Background: an optimization exercise with open tools, aiming at small area. Do not read the settings as production practice. Only simulation tests tie the RTL to the original design; equivalence was not proved. Power is estimated from default activity; no workload was simulated.

[flow/flow/run.sh]
#!/bin/bash
# The standard layout with two changes to how it is made:
# 1. After the standard synthesis, flow/remap.tcl re-maps the combinational
#    logic of its netlist with an area-oriented ABC script (flow/abc.script: &deepsyn, then amap).
#    Every register keeps its instance, name and cell type; only the gates
#    between registers and ports change.
# 2. The port buffers are the smallest buffer, sky130_fd_sc_hd__buf_1.
# Each tool's output goes to a log file of its own in this folder.
set -euo pipefail
RES="$PWD/orfs/results/sky130hd/parking_meter_core/base"
LIB="$FLOW_HOME/platforms/sky130hd/lib/sky130_fd_sc_hd__tt_025C_1v80.lib"

bash standard.sh synth > synth.log 2>&1
cp "$RES/1_2_yosys.v" standard_1_2_yosys.v

REMAP_LIB="$LIB" REMAP_IN=standard_1_2_yosys.v REMAP_OUT=remapped.v \
  REMAP_SCRIPT="$PWD/flow/abc.script" yosys -c flow/remap.tcl > remap.log 2>&1
cp remapped.v "$RES/1_2_yosys.v"
touch "$RES/1_2_yosys.v"
rm -f "$RES/1_synth.odb"

export BUFFER_PORTS_ARGS="-buffer_cell sky130_fd_sc_hd__buf_1"
bash standard.sh finish > standard.log 2>&1
[flow/constraint.sdc]
create_clock -name core_clock -period 25.0 [get_ports {clk}]
set_input_delay 5.0000 -clock core_clock [delete_from_list [all_inputs] [get_ports {clk}]]
set_output_delay 5.0000 -clock core_clock [all_outputs]
set_load 0.01 [all_outputs]
[flow/config.mk]
export PLATFORM = sky130hd
export DESIGN_NAME = parking_meter_core
export DESIGN_NICKNAME = parking_meter_core
export VERILOG_FILES = /design/flow/design.v
export SDC_FILE = /design/flow/constraint.sdc
export NUM_CORES = 4
export LEC_CHECK = 0
export ABC_AREA = 1
export CAP_MARGIN = 20
export CORE_MARGIN = 2
export CORE_UTILIZATION = 60
export CTS_BUF_LIST = sky130_fd_sc_hd__clkbuf_8
export CTS_CLUSTER_SIZE = 30
export SLEW_MARGIN = 20
[flow/design.v]
module parking_meter_core(clk, rst, tick, scan, blink, parked, sw, seg, an);
  input clk;
  wire clk;
  input rst;
  wire rst;
  input tick;
  wire tick;
  input scan;
  wire scan;
  input blink;
  wire blink;
  input parked;
  wire parked;
  input [7:0] sw;
  wire [7:0] sw;
  output [7:0] seg;
  wire [7:0] seg;
  output [3:0] an;
  wire [3:0] an;
  reg [3:0] code;
  wire [3:0] d;
  reg dp;
  reg [3:0] mo;
  wire [3:0] mo_n;
  reg [2:0] mt;
  wire [2:0] mt_n;
  wire n0;
  wire n1;
  wire n10;
  wire n100;
  wire n101;
  wire n102;
  wire n103;
  wire n104;
  wire n105;
  wire n106;
  wire n107;
  wire n108;
  wire n109;
  wire n11;
  wire n110;
  wire n111;
  wire n112;
  wire n113;
  wire n114;
  wire n115;
  wire n116;
  wire n117;
  wire n118;
  wire n119;
  wire n12;
  wire n120;
  wire n121;
  wire n122;
  wire n123;
  wire n124;
  wire n125;
  wire n126;
  wire n127;
  wire n128;
  wire n129;
  wire n13;
  wire n130;
  wire n131;
  wire n132;
  wire n133;
  wire n134;
  wire n135;
  wire n136;
  wire n137;
  wire n138;
  wire n139;
  wire n14;
  wire n140;
  wire n141;
  wire n142;
  wire n143;
  wire n144;
  wire n145;
  wire n146;
  wire n147;
  wire n148;
  wire n149;
  wire n15;
  wire n150;
  wire n151;
  wire n152;
  wire n153;
  wire n154;
  wire n155;
  wire n156;
  wire n157;
  wire n158;
  wire n159;
  wire n16;
  wire n160;
  wire n161;
  wire n162;
  wire n163;
  wire n164;
  wire n165;
  wire n166;
  wire n167;
  wire n168;
  wire n169;
  wire n17;
  wire n170;
  wire n171;
  wire n172;
  wire n173;
  wire n174;
  wire n175;
  wire n176;
  wire n177;
  wire n178;
  wire n179;
  wire n18;
  wire n180;
  wire n181;
  wire n182;
  wire n183;
  wire n184;
  wire n185;
  wire n186;
  wire n187;
  wire n188;
  wire n189;
  wire n19;
  wire n190;
  wire n191;
  wire n192;
  wire n193;
  wire n194;
  wire n195;
  wire n196;
  wire n197;
  wire n198;
  wire n199;
  wire n2;
  wire n20;
  wire n200;
  wire n201;
  wire n202;
  wire n203;
  wire n204;
  wire n205;
  wire n206;
  wire n207;
  wire n208;
  wire n209;
  wire n21;
  wire n210;
  wire n211;
  wire n212;
  wire n213;
  wire n214;
  wire n215;
  wire n216;
  wire n217;
  wire n218;
  wire n219;
  wire n22;
  wire n220;
  wire n221;
  wire n222;
  wire n223;
  wire n224;
  wire n225;
  wire n226;
  wire n227;
  wire n228;
  wire n229;
  wire n23;
  wire n230;
  wire n231;
  wire n232;
  wire n233;
  wire n234;
  wire n235;
  wire n236;
  wire n237;
  wire n238;
  wire n239;
  wire n24;
  wire n240;
  wire n241;
  wire n242;
  wire n243;
  wire n244;
  wire n245;
  wire n246;
  wire n247;
  wire n248;
  wire n249;
  wire n25;
  wire n250;
  wire n251;
  wire n252;
  wire n253;
  wire n254;
  wire n255;
  wire n256;
  wire n257;
  wire n258;
  wire n259;
  wire n26;
  wire n260;
  wire n261;
  wire n262;
  wire n263;
  wire n264;
  wire n265;
  wire n266;
  wire n267;
  wire n268;
  wire n269;
  wire n27;
  wire n270;
  wire n271;
  wire n272;
  wire n273;
  wire n274;
  wire n275;
  wire n276;
  wire n277;
  wire n278;
  wire n279;
  wire n28;
  wire n280;
  wire n281;
  wire n282;
  wire n283;
  wire n284;
  wire n285;
  wire n286;
  wire n287;
  wire n288;
  wire n289;
  wire n29;
  wire n290;
  wire n291;
  wire n292;
  wire n293;
  wire n294;
  wire n295;
  wire n296;
  wire n297;
  wire n298;
  wire n299;
  wire n3;
  wire n30;
  wire n300;
  wire n301;
  wire n302;
  wire n303;
  wire n304;
  wire n305;
  wire n306;
  wire n307;
  wire n308;
  wire n309;
  wire n31;
  wire n310;
  wire n311;
  wire n312;
  wire n313;
  wire n314;
  wire n315;
  wire n316;
  wire n317;
  wire n318;
  wire n319;
  wire n32;
  wire n320;
  wire n321;
  wire n322;
  wire n323;
  wire n324;
  wire n325;
  wire n326;
  wire n327;
  wire n328;
  wire n329;
  wire n33;
  wire n330;
  wire n331;
  wire n332;
  wire n333;
  wire n334;
  wire n335;
  wire n336;
  wire n337;
  wire n338;
  wire n339;
  wire n34;
  wire n340;
  wire n341;
  wire n342;
  wire n343;
  wire n344;
  wire n345;
  wire n346;
  wire n347;
  wire n348;
  wire n349;
  wire n35;
  wire n350;
  wire n351;
  wire n352;
  wire n353;
  wire n354;
  wire n355;
  wire n356;
  wire n357;
  wire n358;
  wire n359;
  wire n36;
  wire n360;
  wire n361;
  wire n362;
  wire n363;
  wire n364;
  wire n365;
  wire n366;
  wire n367;
  wire n368;
  wire n369;
  wire n37;
  wire n370;
  wire n371;
  wire n372;
  wire n373;
  wire n374;
  wire n375;
  wire n376;
  wire n377;
  wire n378;
  wire n379;
  wire n38;
  wire n380;
  wire n381;
  wire n382;
  wire n39;
  wire n4;
  wire n40;
  wire n41;
  wire n42;
  wire n43;
  wire n44;
  wire n45;
  wire n46;
  wire n47;
  wire n48;
  wire n49;
  wire n5;
  wire n50;
  wire n51;
  wire n52;
  wire n53;
  wire n54;
  wire n55;
  wire n56;
  wire n57;
  wire n58;
  wire n59;
  wire n6;
  wire n60;
  wire n61;
  wire n62;
  wire n63;
  wire n64;
  wire n65;
  wire n66;
  wire n67;
  wire n68;
  wire n69;
  wire n7;
  wire n70;
  wire n71;
  wire n72;
  wire n73;
  wire n74;
  wire n75;
  wire n76;
  wire n77;
  wire n78;
  wire n79;
  wire n8;
  wire n80;
  wire n81;
  wire n82;
  wire n83;
  wire n84;
  wire n85;
  wire n86;
  wire n87;
  wire n88;
  wire n89;
  wire n9;
  wire n90;
  wire n91;
  wire n92;
  wire n93;
  wire n94;
  wire n95;
  wire n96;
  wire n97;
  wire n98;
  wire n99;
  reg [1:0] p;
  reg [3:0] so;
  wire [3:0] so_n;
  reg [2:0] st;
  wire [2:0] st_n;
  reg [3:0] v;
  assign n292 = mt[1] & mt[0];
  assign n291 = ~mt[1] & ~mt[0];
  assign mt_n[1] = ~n291 & ~n292;
  assign n290 = ~st[2] & ~so[0];
  assign n289 = n290 & ~so[2];
  assign n288 = ~so[3] & ~so[1];
  assign n287 = ~st[1] & ~st[0];
  assign n286 = n287 & n288;
  assign n285 = n286 & n289;
  assign n284 = mo[0] & mo[3];
  assign n283 = n284 & ~n285;
  assign n282 = ~n285 & mo[0];
  assign n281 = n285 & ~mo[0];
  assign n280 = ~n281 & ~n282;
  assign n279 = mo[1] & mo[0];
  assign n278 = n279 & mo[2];
  assign n277 = ~n278 & ~mo[3];
  assign mo_n[3] = ~n277 & ~n284;
  assign n276 = mo_n[3] & ~n280;
  assign n275 = ~n276 & ~mo[3];
  assign n274 = ~n275 & ~n283;
  assign n273 = n280 & mo[1];
  assign n272 = mo[0] & ~mo[3];
  assign n271 = n272 & ~mo[1];
  assign n270 = mo[1] & ~mo[0];
  assign mo_n[1] = n270 | n271;
  assign n269 = mo_n[1] & ~n280;
  assign n268 = ~n269 & ~n273;
  assign n267 = ~n268 & mo[2];
  assign n266 = sw[3] & sw[4];
  assign n265 = ~sw[1] & sw[4];
  assign n264 = n265 & ~sw[2];
  assign n263 = ~n264 & ~sw[3];
  assign n262 = n263 & ~sw[5];
  assign n261 = ~n263 & sw[5];
  assign n260 = ~n261 & ~n262;
  assign n259 = ~n260 & ~n266;
  assign n258 = ~n259 & sw[7];
  assign n257 = n273 & ~mo[2];
  assign n256 = ~n257 & ~n269;
  assign n255 = ~n256 & n258;
  assign n254 = ~mo[1] & mo[2];
  assign n253 = n254 & n280;
  assign n252 = ~n253 & ~n255;
  assign n251 = n252 & n267;
  assign n250 = ~n251 & ~n274;
  assign n249 = ~n262 & sw[6];
  assign n248 = n262 & ~sw[6];
  assign n247 = ~n248 & ~n249;
  assign n246 = n247 & ~n266;
  assign n245 = n246 & sw[7];
  assign n244 = n245 & ~n250;
  assign n243 = n285 & mo[2];
  assign n242 = ~n279 & ~mo[2];
  assign mo_n[2] = ~n242 & ~n278;
  assign n241 = mo_n[2] & ~n284;
  assign n240 = n241 & ~n257;
  assign n239 = ~n240 & ~n243;
  assign n238 = ~n239 & n268;
  assign n237 = n238 & ~n280;
  assign n236 = n249 & sw[7];
  assign n235 = n236 & ~n266;
  assign n234 = n235 & ~n239;
  assign n233 = n234 & ~n237;
  assign n232 = ~n249 & ~sw[7];
  assign n231 = ~n232 & ~n236;
  assign n230 = n231 & ~n266;
  assign n229 = n230 & ~n247;
  assign n228 = n229 & ~n260;
  assign n227 = n259 & n280;
  assign n226 = ~n227 & n235;
  assign n225 = ~n226 & ~n228;
  assign n224 = ~n225 & n274;
  assign n223 = ~n224 & ~n233;
  assign n222 = n223 & ~n244;
  assign n221 = n283 & mt[0];
  assign n220 = ~n283 & ~mt[0];
  assign n219 = ~n220 & ~n221;
  assign n218 = n219 & n230;
  assign n217 = n221 & mt[1];
  assign n216 = ~n221 & ~mt[1];
  assign n215 = ~n216 & ~n217;
  assign n214 = n215 & n246;
  assign n213 = ~n214 & ~n218;
  assign n212 = n218 & mt[1];
  assign n211 = ~n212 & ~n213;
  assign n210 = ~n217 & ~mt[2];
  assign n209 = mt[1] & mt[2];
  assign n208 = n209 & n221;
  assign n207 = ~n208 & ~n210;
  assign n206 = ~n259 & ~sw[6];
  assign n205 = n206 & ~n207;
  assign n204 = n207 & n259;
  assign n203 = ~n204 & n213;
  assign n202 = ~n203 & ~n205;
  assign n201 = n202 & ~n211;
  assign n200 = ~n248 & n259;
  assign n199 = n200 & n215;
  assign n198 = n199 & ~sw[7];
  assign n197 = ~n198 & ~n235;
  assign n196 = ~n197 & n219;
  assign n195 = ~n204 & n211;
  assign n194 = n195 & ~n196;
  assign n193 = ~n194 & ~n201;
  assign n192 = ~n193 & ~n222;
  assign n191 = n193 & n222;
  assign n190 = ~n191 & ~n192;
  assign n189 = ~n280 & sw[7];
  assign n188 = ~n189 & n274;
  assign n187 = n188 & ~n260;
  assign n186 = n239 & ~n268;
  assign n185 = n186 & n227;
  assign n184 = ~n185 & ~n238;
  assign n183 = ~n184 & sw[7];
  assign n182 = ~n183 & ~n187;
  assign n181 = ~n182 & n246;
  assign n180 = ~n259 & n268;
  assign n179 = ~n180 & ~n239;
  assign n178 = ~n259 & n274;
  assign n177 = ~n178 & ~n179;
  assign n176 = ~n177 & ~n247;
  assign n175 = ~n252 & mo[2];
  assign n174 = ~n175 & ~n176;
  assign n173 = ~n174 & n230;
  assign n172 = n186 & n235;
  assign n171 = n200 & ~n231;
  assign n170 = n171 & ~n239;
  assign n169 = ~n170 & ~n172;
  assign n168 = ~n169 & n273;
  assign n167 = ~n237 & ~n274;
  assign n166 = ~n167 & n226;
  assign n165 = ~n166 & ~n168;
  assign n164 = n165 & ~n173;
  assign n163 = n164 & ~n181;
  assign n162 = ~n221 & ~n247;
  assign n161 = ~n162 & ~n220;
  assign n160 = n161 & mt[1];
  assign n159 = n160 & n259;
  assign n158 = ~n260 & mt[1];
  assign n157 = ~n158 & ~n266;
  assign n156 = n157 & ~n161;
  assign n155 = n221 & n260;
  assign n154 = ~n155 & ~n266;
  assign n153 = n154 & ~n156;
  assign n152 = n153 & ~n159;
  assign n151 = ~n152 & n163;
  assign n150 = n219 & n259;
  assign n149 = n186 & n229;
  assign n148 = ~n149 & ~n166;
  assign n147 = ~n148 & n280;
  assign n146 = n234 & n252;
  assign n145 = ~n167 & n229;
  assign n144 = ~n145 & ~n146;
  assign n143 = ~n144 & n260;
  assign n142 = ~n273 & ~n276;
  assign n141 = n142 & ~n186;
  assign n140 = n200 & sw[7];
  assign n139 = n140 & ~n141;
  assign n138 = ~n139 & n169;
  assign n137 = ~n138 & ~n280;
  assign n136 = n228 & ~n268;
  assign n135 = n267 & ~sw[7];
  assign n134 = ~n135 & ~n188;
  assign n133 = ~n134 & n260;
  assign n132 = ~n133 & n252;
  assign n131 = ~n132 & n246;
  assign n130 = ~n131 & ~n136;
  assign n129 = n130 & ~n137;
  assign n128 = n129 & ~n143;
  assign n127 = n128 & ~n147;
  assign n126 = ~n127 & n150;
  assign n125 = n152 & ~n163;
  assign n124 = ~n125 & ~n151;
  assign n123 = n124 & ~n126;
  assign n122 = ~n123 & ~n151;
  assign n121 = ~n122 & n190;
  assign n120 = n122 & ~n190;
  assign n119 = ~n120 & ~n121;
  assign n118 = n187 & n235;
  assign n117 = ~n150 & ~n215;
  assign n116 = ~n117 & n230;
  assign n115 = ~n116 & ~n198;
  assign n114 = ~n115 & ~n246;
  assign n113 = n115 & n246;
  assign n112 = ~n113 & ~n114;
  assign n111 = ~n112 & n207;
  assign n110 = n260 & mt[2];
  assign n109 = ~n110 & ~n216;
  assign n108 = n109 & n230;
  assign n107 = n108 & ~n160;
  assign n106 = ~n107 & ~n196;
  assign n105 = n106 & ~n111;
  assign n104 = ~n105 & n118;
  assign n103 = ~n121 & ~n191;
  assign n102 = n105 & ~n118;
  assign n101 = ~n102 & ~n104;
  assign n100 = n101 & n103;
  assign n99 = ~n100 & ~n104;
  assign n98 = ~n117 & n245;
  assign n97 = ~n98 & ~n235;
  assign n96 = ~n199 & ~n230;
  assign n95 = ~n96 & n207;
  assign n94 = n95 & n97;
  assign n93 = ~n97 & n215;
  assign n92 = n93 & ~n211;
  assign n91 = ~n92 & ~n94;
  assign n90 = ~n91 & ~n99;
  assign n89 = n91 & n99;
  assign n88 = ~n89 & ~n90;
  assign n87 = n88 & n119;
  assign n86 = p[0] & ~p[1];
  assign n85 = n86 & parked;
  assign n84 = ~n101 & ~n103;
  assign n83 = ~n84 & ~n100;
  assign n82 = n83 & n85;
  assign n81 = ~n124 & n126;
  assign n80 = ~n81 & ~n123;
  assign n79 = n80 & n85;
  assign n78 = ~n97 & n207;
  assign n77 = ~n78 & n90;
  assign n76 = n78 & ~n90;
  assign n75 = ~n76 & ~n77;
  assign n74 = n75 & ~n87;
  assign n73 = ~n74 & ~n83;
  assign n72 = ~n75 & n119;
  assign n71 = ~n72 & n73;
  assign n70 = n74 & n83;
  assign n69 = ~n88 & ~n119;
  assign n68 = n69 & n70;
  assign n67 = ~n83 & ~n88;
  assign n66 = n67 & ~n75;
  assign n65 = ~n66 & ~n68;
  assign n64 = n65 & ~n71;
  assign n63 = ~n64 & n79;
  assign n62 = ~n63 & ~n82;
  assign n61 = ~n62 & n87;
  assign n60 = ~n80 & n85;
  assign n59 = n60 & ~n88;
  assign n58 = ~n59 & n75;
  assign n57 = ~n58 & ~n67;
  assign n56 = ~n57 & n60;
  assign n55 = n56 & n71;
  assign n54 = ~n75 & ~n80;
  assign n53 = ~n54 & n119;
  assign n52 = n67 & n85;
  assign n51 = n52 & ~n53;
  assign n50 = n51 & ~n55;
  assign n49 = ~n60 & ~n82;
  assign n48 = ~n49 & ~n119;
  assign n47 = ~p[0] & p[1];
  assign n46 = n47 & parked;
  assign n45 = ~n46 & ~n48;
  assign n44 = ~n45 & n57;
  assign n43 = ~p[0] & ~p[1];
  assign n42 = n43 & parked;
  assign n41 = n42 & n227;
  assign n40 = ~n281 & ~mo[2];
  assign n39 = ~n40 & ~n276;
  assign n38 = n39 & n268;
  assign n37 = n38 & ~n237;
  assign n36 = n42 & ~n266;
  assign n35 = n36 & ~n283;
  assign n34 = n35 & ~n228;
  assign n33 = n34 & ~n37;
  assign n32 = n246 & ~n258;
  assign n31 = ~n246 & n258;
  assign n30 = ~n31 & ~n32;
  assign n29 = n30 & n141;
  assign n28 = ~n30 & ~n141;
  assign n27 = n167 & ~n257;
  assign n26 = ~n171 & ~n249;
  assign n25 = n26 & ~n27;
  assign n24 = ~n26 & n27;
  assign n23 = ~n24 & ~n25;
  assign n22 = n23 & ~n28;
  assign n21 = n22 & ~n29;
  assign n20 = ~n21 & n33;
  assign n19 = ~n20 & n41;
  assign n18 = ~n28 & ~n29;
  assign n17 = ~n18 & n227;
  assign n16 = ~n17 & n33;
  assign n15 = n16 & ~n18;
  assign n14 = n43 & ~so[2];
  assign n13 = ~n14 & ~parked;
  assign n12 = p[0] & p[1];
  assign n11 = n12 & ~mt[2];
  assign n10 = n47 & ~mo[2];
  assign n9 = n86 & ~st[2];
  assign n8 = ~n9 & ~n10;
  assign n7 = n8 & ~n11;
  assign n6 = n7 & n13;
  assign n5 = ~n6 & ~n15;
  assign n4 = n5 & ~n19;
  assign n3 = n4 & ~n44;
  assign n2 = n3 & ~n50;
  assign d[2] = ~n2 | n61;
  assign n1 = n78 & n88;
  assign n0 = ~n1 & ~n70;
  assign n382 = ~n0 & ~n80;
  assign n381 = ~n382 & n64;
  assign n380 = ~n381 & n46;
  assign n379 = n380 & n67;
  assign n378 = n46 & n88;
  assign n377 = n60 & ~n70;
  assign n376 = ~n377 & ~n378;
  assign n375 = ~n376 & ~n73;
  assign n374 = ~n23 & n28;
  assign n373 = ~n374 & ~n22;
  assign n372 = n373 & ~n227;
  assign n371 = ~n372 & n16;
  assign n370 = n47 & ~mo[1];
  assign n369 = ~n370 & ~parked;
  assign n368 = n12 & ~mt[1];
  assign n367 = n43 & ~so[1];
  assign n366 = n86 & ~st[1];
  assign n365 = ~n366 & ~n367;
  assign n364 = n365 & ~n368;
  assign n363 = n364 & n369;
  assign n362 = ~n363 & ~n371;
  assign n361 = n362 & ~n375;
  assign n360 = n361 & ~n63;
  assign d[1] = ~n360 | n379;
  assign n359 = n127 & ~n150;
  assign n358 = n85 & ~n126;
  assign n357 = n358 & ~n359;
  assign n356 = n12 & mt[0];
  assign n355 = n43 & so[0];
  assign n354 = ~n355 & ~n356;
  assign n353 = n47 & mo[0];
  assign n352 = n86 & st[0];
  assign n351 = ~n352 & ~n353;
  assign n350 = n351 & n354;
  assign n349 = ~n350 & ~parked;
  assign n348 = ~n349 & ~n41;
  assign n347 = n348 & ~n357;
  assign d[0] = ~n347 | n380;
  assign n346 = ~n0 & n79;
  assign n345 = n346 & n64;
  assign n344 = n18 & ~n227;
  assign n343 = ~n344 & ~n17;
  assign n342 = ~n343 & n33;
  assign n341 = n342 & n373;
  assign n340 = ~so[3] & ~p[1];
  assign n339 = ~mo[3] & p[1];
  assign n338 = ~p[0] & ~parked;
  assign n336 = n338 & ~n339;
  assign n332 = n336 & ~n340;
  assign n331 = ~n332 & ~n341;
  assign n330 = n331 & ~n55;
  assign d[3] = ~n330 | n345;
  assign n329 = blink & parked;
  assign n335 = ~n329 & v[2];
  assign n334 = n329 | v[1];
  assign n333 = ~n329 & v[0];
  assign n327 = tick & ~parked;
  assign n328 = so[3] & so[0];
  assign n323 = n328 & n327;
  assign n325 = st[2] & st[0];
  assign n324 = n325 & n323;
  assign n326 = n324 & n284;
  assign n322 = code[3] & code[1];
  assign n321 = code[2] & ~code[0];
  assign n320 = ~code[2] & ~code[3];
  assign n319 = n320 & code[0];
  assign n318 = ~n319 & ~n321;
  assign n317 = ~n318 & ~code[1];
  assign seg[0] = n317 | n322;
  assign seg[4] = seg[0] | code[0];
  assign n316 = ~n320 & code[1];
  assign n315 = n316 & seg[4];
  assign seg[3] = n315 | n317;
  assign n311 = ~seg[3] & code[2];
  assign seg[1] = n311 | n322;
  assign n310 = code[2] & code[3];
  assign an[3] = n310 | ~n86;
  assign an[2] = n310 | ~n43;
  assign an[1] = n310 | ~n12;
  assign an[0] = n310 | ~n47;
  assign seg[7] = ~n43 | ~dp;
  assign n314 = ~blink & parked;
  assign n313 = n329 | v[3];
  assign n312 = n47 | n86;
  assign n309 = n320 & ~code[1];
  assign seg[6] = n309 | n315;
  assign n308 = ~n321 & code[1];
  assign seg[5] = n308 | n319;
  assign n307 = n308 & ~code[0];
  assign seg[2] = n307 | n322;
  assign n305 = ~n292 & ~mt[2];
  assign n304 = n292 & mt[2];
  assign mt_n[2] = ~n304 & ~n305;
  assign n303 = n327 & n209;
  assign n306 = n303 | rst;
  assign n302 = st[1] & st[0];
  assign n301 = n302 & ~st[2];
  assign n300 = st[2] & ~st[0];
  assign st_n[2] = n300 | n301;
  assign n299 = ~n325 & ~n287;
  assign st_n[1] = n299 & ~n301;
  assign n298 = so[1] & so[0];
  assign n297 = n298 & so[2];
  assign n296 = ~n297 & ~so[3];
  assign so_n[3] = ~n296 & ~n328;
  assign n295 = ~n298 & ~so[2];
  assign so_n[2] = ~n295 & ~n297;
  assign n294 = so[1] & ~so[0];
  assign n293 = n288 & so[0];
  assign so_n[1] = n293 | n294;
  assign mt_n[0] = ~mt[0];
  assign mo_n[0] = ~mo[0];
  assign so_n[0] = ~so[0];
  assign n337 = ~p[0];
  assign st_n[0] = ~st[0];
  always @(posedge clk)
    if (n306) so[0] <= 1'h0;
    else if (n327) so[0] <= so_n[0];
  always @(posedge clk)
    if (n306) so[1] <= 1'h0;
    else if (n327) so[1] <= so_n[1];
  always @(posedge clk)
    if (n306) so[2] <= 1'h0;
    else if (n327) so[2] <= so_n[2];
  always @(posedge clk)
    if (n306) so[3] <= 1'h0;
    else if (n327) so[3] <= so_n[3];
  always @(posedge clk)
    if (n306) st[0] <= 1'h0;
    else if (n323) st[0] <= st_n[0];
  always @(posedge clk)
    if (n306) st[1] <= 1'h0;
    else if (n323) st[1] <= st_n[1];
  always @(posedge clk)
    if (n306) st[2] <= 1'h0;
    else if (n323) st[2] <= st_n[2];
  always @(posedge clk)
    if (n306) mo[0] <= 1'h0;
    else if (n324) mo[0] <= mo_n[0];
  always @(posedge clk)
    if (n306) mo[1] <= 1'h0;
    else if (n324) mo[1] <= mo_n[1];
  always @(posedge clk)
    if (n306) mo[2] <= 1'h0;
    else if (n324) mo[2] <= mo_n[2];
  always @(posedge clk)
    if (n306) mo[3] <= 1'h0;
    else if (n324) mo[3] <= mo_n[3];
  always @(posedge clk)
    if (n306) mt[0] <= 1'h0;
    else if (n326) mt[0] <= mt_n[0];
  always @(posedge clk)
    if (n306) mt[1] <= 1'h0;
    else if (n326) mt[1] <= mt_n[1];
  always @(posedge clk)
    if (n306) mt[2] <= 1'h0;
    else if (n326) mt[2] <= mt_n[2];
  always @(posedge clk)
    if (rst) dp <= 1'h0;
    else if (scan) dp <= n314;
  always @(posedge clk)
    if (rst) code[0] <= 1'h1;
    else if (scan) code[0] <= n333;
  always @(posedge clk)
    if (rst) code[1] <= 1'h1;
    else if (scan) code[1] <= n334;
  always @(posedge clk)
    if (rst) code[2] <= 1'h1;
    else if (scan) code[2] <= n335;
  always @(posedge clk)
    if (rst) code[3] <= 1'h1;
    else if (scan) code[3] <= n313;
  always @(posedge clk)
    if (rst) p[0] <= 1'h0;
    else if (scan) p[0] <= n337;
  always @(posedge clk)
    if (rst) p[1] <= 1'h0;
    else if (scan) p[1] <= n312;
  always @(posedge clk)
    if (rst) v[0] <= 1'h0;
    else if (scan) v[0] <= d[0];
  always @(posedge clk)
    if (rst) v[1] <= 1'h0;
    else if (scan) v[1] <= d[1];
  always @(posedge clk)
    if (rst) v[2] <= 1'h0;
    else if (scan) v[2] <= d[2];
  always @(posedge clk)
    if (rst) v[3] <= 1'h0;
    else if (scan) v[3] <= d[3];
endmodule
[flow/standard.sh]
#!/bin/bash
# synth_recipe.tcl (not shown) runs the flow's synth.tcl, then flattens the netlist and writes it again
# the make line also repeats each setting of config.mk as NAME=value (left out here)
make -C /OpenROAD-flow-scripts/flow DESIGN_CONFIG=/design/flow/config.mk WORK_HOME=/design/flow/orfs CLKGATE_MAP_FILE= SYNTH_SCRIPT=/design/flow/synth_recipe.tcl "${@:-finish}"
[flow/flow/remap.tcl]
# Re-maps the combinational logic of the standard synthesis netlist with an
# area-oriented ABC script. Registers (and every sequential cell) stay the same
# instances with the same names; only the logic between them is re-mapped.
yosys -import
set lib $::env(REMAP_LIB)
set net $::env(REMAP_IN)
read_liberty -overwrite -ignore_miss_func -setattr liberty_cell $lib
foreach pat {df* edf* sdf* sedf* dl* sdl*} {
  setattr -mod -set keep_hierarchy 1 sky130_fd_sc_hd__$pat
}
read_verilog -overwrite $net
hierarchy -top parking_meter_core
flatten
opt_clean -purge
opt -purge
abc -liberty $lib -dont_use *lpflow* -dont_use *probe* -script $::env(REMAP_SCRIPT)
opt_clean -purge
hilomap -singleton -hicell sky130_fd_sc_hd__conb_1 HI -locell sky130_fd_sc_hd__conb_1 LO
insbuf -buf sky130_fd_sc_hd__buf_4 A X
splitnets
opt_clean -purge
stat -liberty $lib
select parking_meter_core
write_verilog -noattr -nohex -nodec -selected $::env(REMAP_OUT)
[flow/flow/abc.script]
strash
&get -n
&deepsyn -T 120
&put
dch
amap
topo
==> metrics.cfg, run 1 <==
[setup_path]
r2r_start = st[0]
cp.arrival_ps = 10450
r2r.worst_path.cells = 38
timing.critical_path.to_type = flip-flop
start_point_of_the_critical_path = sw[4]
crit_path_max_incr_delay_ps = 390
critPathCapture = v[2]
critPathSlowestCell = nor2_1
reg2reg_slack_ps = 18460
startpoint_type = primary input
crit_path_max_fanout = 7
crit_top_cell = nor2_1
cp_data_required_time_ps = 25180
timing_worst_setup_path_type = in -> reg
reg2reg_capture_point = v[2]

[pwr]
power.density_cell_area_nw_per_um2 = 36.87
power_frac_comb_pct = 23.2
switching_power_uw = 26.30
cell_internal_pwr_uw = 58.68
sw_frac_of_total_pct = 30.95
pwr-share-seq_pct = 49.9
ir_drop_mv = 0.04784
p_leak_nw = 0.7548
power_frac_clock_pct = 26.9

[cells_and_area]
n_antenna_cell = 0
num-fill-cells = 328
fraction_of_final_layout_cells_with_drive_strength_greater_than_1_pct = 1.036
synthToLayoutAreaGrowth_pct = 9.188
final_core_util_pct = 68.53
commonest_cells_after_routing_fill_and_taps_aside = nor2_1, clkinv_1, o21ai_0
most_frequent_standard_cell_in_the_layout_excluding_fill_and_tap_cells = nor2_1
finish.net_count = 401

[flow_run]
max_cap_violation_count = 0

[global_routing]
grt_overflow = 0
via_count_of_the_first_global_routing_pass = 2308
global_route_wire_length_before_repair_um = 9542
grt_antenna_before_repair = 0
global_route.usage.total_pct = 28.10
grt_start_max_net_pins = 15

[clocking]
clk_latency_ps = 260
post_cts.resized_instances = 0
post-cts-setup-buffers = 0
cts.clk_slew.worst_paths_ps = 80
cts_root_buffer = clkbuf_8
largest_buffer_count_on_any_clock_path = 2
numClockSinks = 25
cts_inserted_buffers = 3
cts_tree = yes
postCtsHoldBufs = 0
ctsHtreeMaxLevel = 1

[sta]
rsz_0062_raised_after_global_routing = no
setup_tns_ps = 0
final.min_clock_period_ps = 10270
slew_viol_final = 0
worst_slew_pin_slew_ps = 752.0
share_of_the_clock_period_used_by_the_worst_path_after_layout_pct = 41.09
final_count_of_negative_setup_slack_endpoints = 0
slew_headroom_pct = 49.34
max_frequency_ghz = 0.09735
hold_viol_final = 0
timing.clock.skew_ps = 2.038

[status]
status = finished clean

[floorplan]
rows = 21
overall_die_height_um = 63.31
initial_core_util_pct = 62.76
die_width_um = 63.31
core_area_um2 = 3363
pin_count = 26
floorplan.die_area_um2 = 4008

[detailed_routing]
route.antenna.remaining_nets = 0
drc = 0
wl_per_cell_um = 12.24
routed-via-count = 2573
drt_wl_total_um = 5286
drt_pass1_iterations = 4
detail_route.iter0.violations = 258
routed_via_density = 5.956

[synthesis]
syn-cell-area_um2 = 2111
synth_warnings = 1
post_synth_inst_count = 358
synth_fp_nets = 372
post_synth.cell_area_avg_um2 = 5.896

[placement]
place_hpwl_um = 4300
finalWeightedCongestion = 0.9570
place.port_buffers = 24

[min_path]
hold_class = reg -> reg

[routing by layer]
metal  vias to the layer above  GRT usage (%)  share of wire (%)
li1                       1317              -                  -
met1                      1143          38.74                 48
met2                       102          48.54                 46
met3                        11          3.036                5.8
met4                         0          3.804               0.59
met5                         -              0                  0
[sequential cells by signal, summed over array words and instances, names as in the netlist, named ones only]
register and cells:
so 3, dp 1, v 4, mo 4, st 3, code 4, p 2, mt 3
[power by group through the flow]
| stage | registers (mW) | logic [mW] | clock network [mW] |
|---|---|---|---|
| final | 0.0424 | 0.0197 | 0.0229 |
| after detailed placement | 0.0434 | 0.0193 | 0 |
| after CTS | 0.0424 | 0.0194 | 0.0234 |
| after global placement | 0.0433 | 0.0192 | 0 |
| after floorplan | 0.0430 | 0.0140 | 0 |
| after global routing | 0.0426 | 0.0225 | 0.0250 |
[how the worst min path moves through the flow]
stage | from | to | slack (ps) | cells after the start
4_1_cts | v[2] | v[2] | 460 | 2
3_3_place_gp | v[2] | v[2] | 440 | 2
3_5_place_dp | v[2] | v[2] | 450 | 2
6_report | v[2] | v[2] | 460 | 2
5_1_grt | v[2] | v[2] | 480 | 2
2_1_floorplan | v[2] | v[2] | 420 | 2
[final cells by class]
type                            count  area, um^2  area share, %
Multi-Input combinational cell    280        1411          61.24
Sequential cell                    25       500.5          21.72
Tap cell                           46       57.56          2.497
Timing Repair Buffer               24       90.09          3.909
Inverter                           53       198.9          8.632
Clock inverter                      1       5.005         0.2172
Clock buffer                        3       41.29          1.792
[critical path, delay by kind of cell]
kind | cells | cell delay [ps]
and+or+nand+nor | 16 | 2220
buffers and inverters | 6 | 550
AOI/OAI and AO/OA | 15 | 2660
[per-stage QoR]
step           instances  power [mW]  setup slack, ps  hold slack [ps]  cell area (um^2)
6_report             432     0.08498            14730            461.2              2305
5_1_grt              432     0.09012            13800            484.0              2305
4_1_cts              432     0.08525            14850            458.4              2305
3_5_place_dp         428     0.06268            14590            445.5              2258
3_3_place_gp         428     0.06243            14600            444.3              2258
2_1_floorplan        358     0.05706            15460            423.0              2111
==> run 2, diff against run 1 <==
--- a/flow/config.mk
+++ b/flow/config.mk
@@ -12,3 +12,2 @@
 export CTS_BUF_LIST = sky130_fd_sc_hd__clkbuf_8
-export CTS_CLUSTER_SIZE = 30
 export SLEW_MARGIN = 20
==> run 2 against run 1 <==
Via count is the same. Clock skew unchanged. Hold slack is the same. Utilization stayed put. Power stayed put. Largest cell class unchanged.
==> metrics.cfg, run 2 <==
[clocking]
clk_latency_ps = 260
postCtsHoldBufs = 0
cts_root_buffer = clkbuf_8
post-cts-setup-buffers = 0
cts_tree = yes
ctsHtreeMaxLevel = 1
numClockSinks = 25
largest_buffer_count_on_any_clock_path = 2
cts.clk_slew.worst_paths_ps = 80
post_cts.resized_instances = 0
cts_inserted_buffers = 3

[global_routing]
grt_antenna_before_repair = 0
global_route.usage.total_pct = 28.10
grt_start_max_net_pins = 15
via_count_of_the_first_global_routing_pass = 2308
grt_overflow = 0
global_route_wire_length_before_repair_um = 9542

[floorplan]
overall_die_height_um = 63.31
floorplan.die_area_um2 = 4008
rows = 21
core_area_um2 = 3363
die_width_um = 63.31
initial_core_util_pct = 62.76
pin_count = 26

[setup_path]
startpoint_type = primary input
timing.critical_path.to_type = flip-flop
cp_data_required_time_ps = 25180
crit_top_cell = nor2_1
timing_worst_setup_path_type = in -> reg
cp_top_family = compound AO/OA/AOI/OAI gates
cp.arrival_ps = 10450
crit_path_max_incr_delay_ps = 390
critPathSlowestCell = nor2_1
crit_path_max_fanout = 7
start_point_of_the_critical_path = sw[4]
count_of_buffering_cells_on_the_critical_path_with_inverters_included = 6
r2r_start = st[0]

[synthesis]
syn-cell-area_um2 = 2111
synth_warnings = 1
post_synth.cell_area_avg_um2 = 5.896
synth_fp_nets = 372
post_synth_inst_count = 358

[detailed_routing]
route.antenna.remaining_nets = 0
drt_pass1_iterations = 4
drt_wl_total_um = 5286
routed_via_density = 5.956
detail_route.iter0.violations = 258
wl_per_cell_um = 12.24
drc = 0
routed-via-count = 2573

[cells_and_area]
finish.net_count = 401
commonest_cells_after_routing_fill_and_taps_aside = nor2_1, clkinv_1, o21ai_0
synthToLayoutAreaGrowth_pct = 9.188
most_frequent_standard_cell_in_the_layout_excluding_fill_and_tap_cells = nor2_1
reg_top3 = code x4, mo x4, v x4
n_antenna_cell = 0
fraction_of_final_layout_cells_with_drive_strength_greater_than_1_pct = 1.036

[sta]
hold_viol_final = 0
final_count_of_negative_setup_slack_endpoints = 0
slew_viol_final = 0
final.min_clock_period_ps = 10270
share_of_the_clock_period_used_by_the_worst_path_after_layout_pct = 41.09
max_frequency_ghz = 0.09735
rsz_0062_raised_after_global_routing = no
worst_slew_pin_slew_ps = 752.0
timing.clock.skew_ps = 2.038
slew_headroom_pct = 49.34
setup_tns_ps = 0

[flow_run]
max_cap_violation_count = 0

[placement]
finalWeightedCongestion = 0.9570
place_hpwl_um = 4300
place.port_buffers = 24

[status]
status = finished clean

[pwr]
p_leak_nw = 0.7548
finalPower_uw = 84.98
power.density_cell_area_nw_per_um2 = 36.87
ir_drop_mv = 0.04784

[min_path]
hold_class = reg -> reg
hold_path_startpoint = v[2]

[run 2: routing by layer]
metal | vias to the layer above | routed length, um | global-route usage [%]
met4 | 0 | 31 | 3.804
met1 | 1143 | 2524 | 38.74
li1 | 1317 | - | -
met5 | - | 0 | 0
met3 | 11 | 308 | 3.036
met2 | 102 | 2422 | 48.54
[run 2: worst min-delay path: stages (launching register included)]
cell	delay, ps
dfxtp_1	310
clkinv_1	50
a211oi_1	60
[run 2: per-stage QoR]
step                setup slack, ps  hold WS (ps)  cell area (um^2)  utilization (%)  std cells
floorplan                     15460         423.0              2111                -        358
global placement              14600         444.3              2258            67.15        428
detailed placement            14590         445.5              2258            67.15        428
CTS                           14850         458.4              2305            68.53        432
global route                  13800         484.0              2305            68.53        432
finish                        14730         461.2              2305            68.53        432
[run 2: final cells by class]
type	instances	area, um^2
Tap cell	46	57.56
Fill cell	328	1059
Timing Repair Buffer	24	90.09
Sequential cell	25	500.5
Inverter	53	198.9
Clock inverter	1	5.005
Multi-Input combinational cell	280	1411
Clock buffer	3	41.29
[run 2: final timing paths]
path	to	slack (ps)	depth (start not counted)
min	v[2]	460	2
max	v[2]	14730	37
max reg2reg	v[2]	18460	38
min reg2reg	v[2]	460	2
[run 2: power breakdown]
group          total [mW]  internal [mW]  switching, mW  leakage (nW)
combinational      0.0197        0.00628         0.0134         0.525
clock              0.0229         0.0111         0.0118        0.0255
sequential         0.0424         0.0413        0.00110         0.204
total              0.0850         0.0587         0.0263         0.755
==> run 3, diff against run 2 <==
==> flow/flow/abc.script (replaced) <==
strash
&get -n
&deepsyn -T 300
&put
dch
amap
topo
==> run 3 against run 2 <==
Critical path type unchanged. Highest routed layer unchanged. Final cell count decreased by 5.1%. Largest cell class unchanged. Clock-buffer cell count unchanged. Routed wire length rose by 1.0%.
==> metrics.cfg, run 3 <==
[sta]
rsz_0062_raised_after_global_routing = no
hold-worst-slack_ps = 458.8
postLayoutSetupSlackWorst_ps = 13560
setup_tns_ps = 0
max_frequency_ghz = 0.08740
hold_viol_final = 0
timing.clock.skew_ps = 2.553
final_count_of_negative_setup_slack_endpoints = 0
final.min_clock_period_ps = 11440
share_of_the_clock_period_used_by_the_worst_path_after_layout_pct = 45.77
slew_viol_final = 0
slew_headroom_pct = 51.28
worst_slew_pin_slew_ps = 730.9

[setup_path]
crit_path_max_incr_delay_ps = 590
cp.arrival_ps = 11600
crit_top_cell = nor2_1
critPathSlowestCell = a21oi_1
timing.critical_path.to_type = flip-flop
count_of_buffering_cells_on_the_critical_path_with_inverters_included = 7
reg2reg_slack_ps = 17970
timing_worst_setup_path_type = in -> reg
cp_top_family = compound AO/OA/AOI/OAI gates
crit_path_max_fanout = 9
startpoint_type = primary input
cp_data_required_time_ps = 25160

[clocking]
cts.clk_slew.worst_paths_ps = 80
post_cts.resized_instances = 0
numClockSinks = 25
cts_inserted_buffers = 3
clk_latency_ps = 270
post-cts-setup-buffers = 0
largest_buffer_count_on_any_clock_path = 2
cts_root_buffer = clkbuf_8
postCtsHoldBufs = 0
ctsHtreeMaxLevel = 1
cts_tree = yes

[global_routing]
grt_overflow = 0
via_count_of_the_first_global_routing_pass = 2237
grt_start_max_net_pins = 14
grt_antenna_before_repair = 0
global_route.usage.total_pct = 28.84
global_route_wire_length_before_repair_um = 9480

[floorplan]
overall_die_height_um = 62.45
core_area_um2 = 3311
rows = 21
die_width_um = 62.45
initial_core_util_pct = 61.90
pin_count = 26
floorplan.die_area_um2 = 3899

[cells_and_area]
n_antenna_cell = 0
finish.net_count = 379
synthToLayoutAreaGrowth_pct = 9.768
fraction_of_final_layout_cells_with_drive_strength_greater_than_1_pct = 1.099
commonest_cells_after_routing_fill_and_taps_aside = nor2_1, clkinv_1, o21ai_0
stdcell_count = 410
most_frequent_standard_cell_in_the_layout_excluding_fill_and_tap_cells = nor2_1
reg_top3 = code x4, mo x4, v x4

[synthesis]
synth_fp_nets = 349
post_synth_inst_count = 335
synth_warnings = 1
post_synth.cell_area_avg_um2 = 6.118
syn-cell-area_um2 = 2049

[detailed_routing]
route.antenna.remaining_nets = 0
routed-via-count = 2455
wl_per_cell_um = 13.02
drt_pass1_iterations = 4
drt_wl_total_um = 5339
detail_route.iter0.violations = 220
routed_via_density = 5.988
drc = 0

[placement]
placedCellCount = 406
place_hpwl_um = 4272
finalWeightedCongestion = 0.9692
place.port_buffers = 24
post-place-ws_ps = 13370

[pwr]
power.density_cell_area_nw_per_um2 = 39.81
p_leak_nw = 0.7403
ir_drop_mv = 0.03824

[flow_run]
max_cap_violation_count = 0

[status]
status = finished clean

[min_path]
hold_class = reg -> reg

## run 3: power breakdown
part | internal (mW) | switching, mW | leakage (nW) | total, mW
Clock | 0.0110 | 0.0126 | 0.0269 | 0.0236
Sequential | 0.0413 | 0.00126 | 0.204 | 0.0426
Combinational | 0.00768 | 0.0157 | 0.509 | 0.0234
Total | 0.0600 | 0.0295 | 0.740 | 0.0896
## run 3: final timing paths
check / cells after the start / endpoint / start
worst max-delay path: 38 / v[0] / sw[4]
worst min-delay path: 2 / v[0] / v[0]
worst max register to register: 40 / v[0] / st[0]
worst min register to register: 2 / v[0] / v[0]
## run 3: per-stage QoR
step,area [um^2],utilization [%],total power [mW]
2_1_floorplan,2049,-,0.05986
3_3_place_gp,2205,66.59,0.06613
3_5_place_dp,2205,66.59,0.06648
4_1_cts,2250,67.95,0.08939
5_1_grt,2250,67.95,0.09474
6_report,2250,67.95,0.08956
## run 3: area by class of cell
cell class | instances | area [um^2]
clock buffers | 3 | 41.29
clock inverters | 1 | 3.754
fillers | 328 | 1061
inverters | 51 | 191.4
multi-input cells | 259 | 1358
flip-flops and latches | 25 | 500.5
well taps | 46 | 57.56
repair buffers | 25 | 97.59
## run 3: layer usage
metal | track usage, % | up-vias | part of all wire (%)
met5 | 0 | - | 0
met1 | 39.98 | 1116 | 47
met4 | 6.667 | 0 | 0.43
li1 | - | 1268 | -
met2 | 47.45 | 67 | 47
met3 | 4.324 | 4 | 5.3
## run 3: tightest hold or removal path: stages, from the launching register on
cell and delay, ps:
dfxtp_1 310, clkinv_1 50, a211oi_1 60

==> static timing again, ports no longer ideal <==
The flow's constraints put no driver on any port. The routed layouts listed below were extracted and timed again, unchanged, in two steps.
Step 1, drivers: a clkbuf_16 drives clk and a buf_2 each remaining input, both assumed.
Step 2 also shifts input and output timing later by t, the mid clock arrival at the registers, as if the neighbouring blocks saw the same clock.
Three values: ideal, step 1, step 2; two values: the first two.
run | shift t [ns] | slack for setup (ns) | slew at the worst register clock pin (ns)
run 1 | 0.282 | 14.728 / 14.728 / 14.446 | 0.08 / 0.08
run 2 | 0.282 | 14.728 / 14.728 / 14.446 | 0.08 / 0.08
run 3 | 0.291 | 13.558 / 13.555 / 13.264 | 0.08 / 0.08
After both steps setup and hold are still met in every run listed. For run 3, which loses most, drivers alone change the setup slack by -0.003 ns; drivers and shift together by -0.294 ns.
